What follows belongs to an exercise in optimizing a design on an open flow for small area, a short achievable clock period and few clock cycles per item; a production flow would make more cautious choices. Where RTL was checked, it was by simulation tests only, not by an equivalence proof against the original.

==> module fc_layer, before the edit <==
module fc_layer #(
    parameter INPUT_SIZE  = 16,
    parameter OUTPUT_SIZE = 8,
    parameter DATA_WIDTH  = 8
)(
    input  logic                          clk,
    input  logic                          reset,
    input  logic                          start,
    output logic                          done,
    input  logic signed [INPUT_SIZE*DATA_WIDTH-1:0]  input_data_flat,
    input  logic signed [OUTPUT_SIZE*INPUT_SIZE*DATA_WIDTH-1:0] weights_flat,
    input  logic signed [OUTPUT_SIZE*DATA_WIDTH-1:0]            bias_flat,
    output logic signed [OUTPUT_SIZE*DATA_WIDTH-1:0] output_data_flat
);
    logic [3:0] st;
    logic       valid;    
    logic       first, last, en;
    assign first = st[0];
    assign last  = st[3];
    assign en    = !first || start;
    always_ff @(posedge clk or posedge reset) begin
        if (reset) begin
            st    <= 4'b0001;
            done  <= 1'b0;
            valid <= 1'b0;
        end else begin
            if (en) st <= {st[2:0], st[3]};
            done <= last;
            if (last) valid <= 1'b1;
        end
    end
    logic [15:0] sgn, neg, one, two;
    logic [15:0] sgnn, onen, twon, nz;
    logic [15:0] db1, db0;
    logic [2:0]  dig_q [16];
    always_ff @(posedge clk) begin
        for (int j = 0; j < 16; j++)
            dig_q[j] <= ({3{st[0]}} & input_data_flat[8*j+1 +: 3]) |
                        ({3{st[1]}} & input_data_flat[8*j+3 +: 3]) |
                        ({3{st[2]}} & input_data_flat[8*j+5 +: 3]);
    end
    always_comb begin
        for (int j = 0; j < 16; j++) begin
            logic b2, b1, b0;
            b2 = first ? input_data_flat[8*j+1] : dig_q[j][2];
            b1 = first ? input_data_flat[8*j+0] : dig_q[j][1];
            b0 = !first & dig_q[j][0];
            sgn[j] = b2;
            db1[j] = b1;
            db0[j] = b0;
            two[j] = (b2 & !b1 & !b0) | (!b2 & b1 & b0);
            neg[j] = b2 & !(b1 & b0);
            sgnn[j] = !sgn[j];
            twon[j] = !two[j];
            nz[j]   = !((b2 & b1 & b0) | (!b2 & !b1 & !b0));
        end
    end
    for (genvar j = 0; j < 16; j++) begin : g_enc
        fc_xnor u_onen (.a(db1[j]), .b(db0[j]), .y(onen[j]));
    end
    assign one = ~onen;
    logic [4:0] e;
    fc_popcount u_pc (.n(neg), .e(e));
    localparam logic [15:0] K0 = 16'hB000;
    logic [13:0] s_q  [OUTPUT_SIZE];
    logic [13:0] c_q  [OUTPUT_SIZE];
    logic [7:0]  lo_q [OUTPUT_SIZE];
    for (genvar i = 0; i < OUTPUT_SIZE; i++) begin : g_out
        logic [143:0] pp;
        logic [15:0]  as_, ac_;
        logic [15:2]  so, co;
        logic [1:0]   r;
        always_comb begin
            as_ = first ? {{8{bias_flat[8*i+7]}}, bias_flat[8*i +: 8]} : {2'b00, s_q[i]};
            ac_ = first ? K0 : {2'b00, c_q[i]};
        end
        for (genvar j = 0; j < 16; j++) begin : g_row
            logic [7:0] wnn;
            assign wnn = ~(weights_flat[8*(16*i+j) +: 8] ^ {8{sgn[j]}});
            fc_sel u_s0 (.a1(onen[j]), .a2(wnn[0]), .b1(twon[j]), .b2(sgnn[j]), .y(pp[9*j]));
            for (genvar t = 1; t < 8; t++) begin : g_bit
                fc_sel u_s (.a1(onen[j]), .a2(wnn[t]), .b1(twon[j]), .b2(wnn[t-1]), .y(pp[9*j+t]));
            end
            fc_nb u_s8 (.a(wnn[7]), .b(nz[j]), .y(pp[9*j+8]));   
        end
        fc_csa u_csa (.pp(pp), .as_(as_), .ac_(ac_), .e(e), .r(r), .so(so), .co(co));
        always_ff @(posedge clk) begin
            if (en) begin
                s_q[i][7:0] <= so[9:2];
                c_q[i][7:0] <= co[9:2];
                lo_q[i]     <= {r, lo_q[i][7:2]};
            end
            s_q[i][13:8] <= so[15:10];
            c_q[i][13:8] <= co[15:10];
        end
        logic [7:0]  hi;
        logic [15:0] acc;
        assign hi  = s_q[i][7:0] + c_q[i][7:0];
        assign acc = {hi, lo_q[i]};
        always_comb begin
            if (!valid)
                output_data_flat[8*i +: 8] = 8'h00;
            else if (!acc[15] && acc[14:7] != 8'h00)
                output_data_flat[8*i +: 8] = 8'h7f;
            else if (acc[15] && acc[14:7] != 8'hff)
                output_data_flat[8*i +: 8] = 8'h80;
            else
                output_data_flat[8*i +: 8] = acc[7:0];
        end
    end
endmodule
==> flow/config.mk <==
export PLATFORM = sky130hd
export DESIGN_NAME = fc_layer
export DESIGN_NICKNAME = fc_layer
export VERILOG_FILES = /design/flow/design.v
export SDC_FILE = /design/flow/constraint.sdc
export NUM_CORES = 4
export LEC_CHECK = 0
export CAP_MARGIN = 20
export CORE_AREA = 5 5 435 435
export DIE_AREA = 0 0 440 440
export SETUP_SLACK_MARGIN = 3
export SLEW_MARGIN = 20
export SYNTH_HIERARCHICAL = 1
export SYNTH_MINIMUM_KEEP_SIZE = 0
==> flow/constraint.sdc <==
create_clock -name core_clock -period 10.0 [get_ports {clk}]
set_input_delay 2.0000 -clock core_clock [delete_from_list [all_inputs] [get_ports {clk}]]
set_output_delay 2.0000 -clock core_clock [all_outputs]
set_load 0.01 [all_outputs]
standard.sh (not shown) runs the stock make flow with config.mk's settings and CLKGATE_MAP_FILE= SYNTH_SCRIPT=/design/flow/synth_recipe.tcl, a recipe that flattens the netlist after the stock synthesis.
==> flow/flow/run.sh <==
#!/bin/bash
# The standard layout, except that the ports are buffered with sky130_fd_sc_hd__buf_1
# rather than the delay buffer buffer_ports picks by itself.
set -euo pipefail
bash standard.sh "BUFFER_PORTS_ARGS=-buffer_cell sky130_fd_sc_hd__buf_1" finish > run_make.log 2>&1
Change:
--- a/flow/design.v
+++ b/flow/design.v
@@ -30,25 +30,21 @@
             if (last) valid <= 1'b1;
         end
     end
     logic [15:0] sgn, neg, one, two;
     logic [15:0] sgnn, onen, twon, nz;
     logic [15:0] db1, db0;
-    logic [2:0]  dig_q [16];
-    always_ff @(posedge clk) begin
-        for (int j = 0; j < 16; j++)
-            dig_q[j] <= ({3{st[0]}} & input_data_flat[8*j+1 +: 3]) |
-                        ({3{st[1]}} & input_data_flat[8*j+3 +: 3]) |
-                        ({3{st[2]}} & input_data_flat[8*j+5 +: 3]);
-    end
     always_comb begin
         for (int j = 0; j < 16; j++) begin
             logic b2, b1, b0;
-            b2 = first ? input_data_flat[8*j+1] : dig_q[j][2];
-            b1 = first ? input_data_flat[8*j+0] : dig_q[j][1];
-            b0 = !first & dig_q[j][0];
+            b2 = (st[0] & input_data_flat[8*j+1]) | (st[1] & input_data_flat[8*j+3]) |
+                 (st[2] & input_data_flat[8*j+5]) | (st[3] & input_data_flat[8*j+7]);
+            b1 = (st[0] & input_data_flat[8*j+0]) | (st[1] & input_data_flat[8*j+2]) |
+                 (st[2] & input_data_flat[8*j+4]) | (st[3] & input_data_flat[8*j+6]);
+            b0 = (st[1] & input_data_flat[8*j+1]) | (st[2] & input_data_flat[8*j+3]) |
+                 (st[3] & input_data_flat[8*j+5]);
             sgn[j] = b2;
             db1[j] = b1;
             db0[j] = b0;
             two[j] = (b2 & !b1 & !b0) | (!b2 & b1 & b0);
             neg[j] = b2 & !(b1 & b0);
             sgnn[j] = !sgn[j];
Clock skew stays flat. Global-route usage increases by 2.9 points. Flip-flop and latch count decreases by 48. Cell count is about the same. Synthesized area decreases by a few percent. Worst setup slack is worse by 130 ps. Via count increases slightly.
No run of this note included a check of the RTL's function; only the layout flow was run.

* * *

## build 30
fc_layer, a different RTL version from the one above (not shown whole).
Size: roughly 5600 cells after synthesis, roughly 290 flip-flops, about 1300 I/O pins, roughly 62000 um2 of cells after synthesis.
==> module fc_layer, before the edit <==
module fc_layer #(
    parameter INPUT_SIZE  = 16,
    parameter OUTPUT_SIZE = 8,
    parameter DATA_WIDTH  = 8
)(
    input  logic                          clk,
    input  logic                          reset,
    input  logic                          start,
    output logic                          done,
    input  logic signed [INPUT_SIZE*DATA_WIDTH-1:0]  input_data_flat,
    input  logic signed [OUTPUT_SIZE*INPUT_SIZE*DATA_WIDTH-1:0] weights_flat,
    input  logic signed [OUTPUT_SIZE*DATA_WIDTH-1:0]            bias_flat,
    output logic signed [OUTPUT_SIZE*DATA_WIDTH-1:0] output_data_flat
);
    logic [1:0] k;
    logic       valid;    
    logic       first, last, en;
    assign first = (k == 2'd0);
    assign last  = (k == 2'd3);
    assign en    = !first || start;
    always_ff @(posedge clk or posedge reset) begin
        if (reset) begin
            k     <= 2'd0;
            done  <= 1'b0;
            valid <= 1'b0;
        end else begin
            if (en) k <= k + 2'd1;
            done <= last;
            if (last) valid <= 1'b1;
        end
    end
    logic [15:0] neg, one, two;
    always_comb begin
        for (int j = 0; j < 16; j++) begin
            logic b2, b1, b0;
            case (k)
                2'd0: begin b2 = input_data_flat[8*j+1]; b1 = input_data_flat[8*j+0]; b0 = 1'b0; end
                2'd1: begin b2 = input_data_flat[8*j+3]; b1 = input_data_flat[8*j+2]; b0 = input_data_flat[8*j+1]; end
                2'd2: begin b2 = input_data_flat[8*j+5]; b1 = input_data_flat[8*j+4]; b0 = input_data_flat[8*j+3]; end
                default: begin b2 = input_data_flat[8*j+7]; b1 = input_data_flat[8*j+6]; b0 = input_data_flat[8*j+5]; end
            endcase
            one[j] = b1 ^ b0;
            two[j] = (b2 & !b1 & !b0) | (!b2 & b1 & b0);
            neg[j] = b2 & !(b1 & b0);
        end
    end
    logic [4:0] e;
    fc_popcount u_pc (.n(neg), .e(e));
    localparam logic [15:0] K0 = 16'hB000;
    logic [13:0] s_q  [OUTPUT_SIZE];
    logic [13:0] c_q  [OUTPUT_SIZE];
    logic [7:0]  lo_q [OUTPUT_SIZE];
    for (genvar i = 0; i < OUTPUT_SIZE; i++) begin : g_out
        logic [143:0] pp;
        logic [15:0]  as_, ac_;
        logic [15:2]  so, co;
        logic [1:0]   r;
        always_comb begin
            for (int j = 0; j < 16; j++) begin
                logic [8:0] w, wn;
                w  = {weights_flat[8*(16*i+j)+7], weights_flat[8*(16*i+j) +: 8]};
                wn = w ^ {9{neg[j]}};
                pp[9*j] = (one[j] & wn[0]) | (two[j] & neg[j]);
                for (int t = 1; t < 9; t++)
                    pp[9*j+t] = (one[j] & wn[t]) | (two[j] & wn[t-1]);
            end
            as_ = first ? {{8{bias_flat[8*i+7]}}, bias_flat[8*i +: 8]} : {2'b00, s_q[i]};
            ac_ = first ? K0 : {2'b00, c_q[i]};
        end
        fc_csa u_csa (.pp(pp), .as_(as_), .ac_(ac_), .e(e), .r(r), .so(so), .co(co));
        always_ff @(posedge clk) begin
            if (en) begin
                s_q[i][7:0] <= so[9:2];
                c_q[i][7:0] <= co[9:2];
                lo_q[i]     <= {r, lo_q[i][7:2]};
            end
            s_q[i][13:8] <= so[15:10];
            c_q[i][13:8] <= co[15:10];
        end
        logic [7:0]  hi;
        logic [15:0] acc;
        assign hi  = s_q[i][7:0] + c_q[i][7:0];
        assign acc = {hi, lo_q[i]};
        always_comb begin
            if (!valid)
                output_data_flat[8*i +: 8] = 8'h00;
            else if (!acc[15] && acc[14:7] != 8'h00)
                output_data_flat[8*i +: 8] = 8'h7f;
            else if (acc[15] && acc[14:7] != 8'hff)
                output_data_flat[8*i +: 8] = 8'h80;
            else
                output_data_flat[8*i +: 8] = acc[7:0];
        end
    end
endmodule
==> flow/config.mk <==
export PLATFORM = sky130hd
export DESIGN_NAME = fc_layer
export DESIGN_NICKNAME = fc_layer
export VERILOG_FILES = /design/flow/design.v
export SDC_FILE = /design/flow/constraint.sdc
export NUM_CORES = 4
export LEC_CHECK = 0
export CAP_MARGIN = 20
export CORE_AREA = 5 5 435 435
export DIE_AREA = 0 0 440 440
export SLEW_MARGIN = 20
export SYNTH_HIERARCHICAL = 1
export SYNTH_MINIMUM_KEEP_SIZE = 0
==> flow/constraint.sdc <==
create_clock -name core_clock -period 10.0 [get_ports {clk}]
set_input_delay 2.0000 -clock core_clock [delete_from_list [all_inputs] [get_ports {clk}]]
set_output_delay 2.0000 -clock core_clock [all_outputs]
set_load 0.01 [all_outputs]
Scripts as last shown in full above: flow/flow/run.sh
Testbench counts of build 30, summed over its fixed seeds: cycles 1,920, inferences 384.
#### Input delta (build 60 over build 30)
--- a/flow/design.v
+++ b/flow/design.v
@@ -30,7 +30,7 @@
             if (last) valid <= 1'b1;
         end
     end
-    logic [15:0] neg, one, two;
+    logic [15:0] sgn, neg, one, two;
     always_comb begin
         for (int j = 0; j < 16; j++) begin
             logic b2, b1, b0;
@@ -40,6 +40,7 @@
                 2'd2: begin b2 = input_data_flat[8*j+5]; b1 = input_data_flat[8*j+4]; b0 = input_data_flat[8*j+3]; end
                 default: begin b2 = input_data_flat[8*j+7]; b1 = input_data_flat[8*j+6]; b0 = input_data_flat[8*j+5]; end
             endcase
+            sgn[j] = b2;
             one[j] = b1 ^ b0;
             two[j] = (b2 & !b1 & !b0) | (!b2 & b1 & b0);
             neg[j] = b2 & !(b1 & b0);
@@ -60,8 +61,8 @@
             for (int j = 0; j < 16; j++) begin
                 logic [8:0] w, wn;
                 w  = {weights_flat[8*(16*i+j)+7], weights_flat[8*(16*i+j) +: 8]};
-                wn = w ^ {9{neg[j]}};
-                pp[9*j] = (one[j] & wn[0]) | (two[j] & neg[j]);
+                wn = w ^ {9{sgn[j]}};
+                pp[9*j] = (one[j] & wn[0]) | (two[j] & sgn[j]);
                 for (int t = 1; t < 9; t++)
                     pp[9*j+t] = (one[j] & wn[t]) | (two[j] & wn[t-1]);
             end
### Flow results
- Summary — layout inverter count without the clock tree, build 60 relative to build 30: lower, by 2.
- Summed instance area of the synthesized netlist (build 60 over build 30): decrease, 1.2%
- Looking at total length of routed wires, build 60 sits below build 30.
- Lower ratio of routed vias to standard cells among build 30 and build 60: build 60
- As far as total area of sequential cells is concerned, build 60 and build 30 perform about the same.
- Re signed area change from the synthesized netlist to the final layout: build 60 is 0.47 points up on build 30.
- The cell count of build 30 and that of build 60 are within noise of each other.
No functional check of the RTL was part of build 60.

## static timing again, ports no longer ideal
How much do the figures lean on ideal ports? The routed layouts below were timed once more, with nothing changed but the port constraints.
Step 1, drivers: a clkbuf_16 drives clk and a buf_2 each remaining input, both assumed.
Step 2 times the ports against the registers' clock, not the clock port: input delays grow and output delays shrink by t, the midpoint of the rising clock arrivals with the driver on.
Three values: ideal, step 1, step 2; two values: the first two.
run	t (ns)	setup slack, ns	clock arrival spread, ns	worst data-port slew with drivers (ns)
the first run of note 1	0.751	3.031 / 3.056 / 2.337	0.039 / 0.040	0.42
the second run of note 1	0.757	2.898 / 2.963 / 2.206	0.050 / 0.050	0.37
build 30	0.752	1.771 / 1.841 / 1.090	0.066 / 0.067	0.41
build 60	0.754	2.236 / 2.236 / 1.566	0.032 / 0.031	0.29
After both steps setup and hold are still met in every run listed. For the first run of note 1, which loses most, drivers alone change the setup slack by +0.025 ns; drivers and shift together by -0.694 ns.
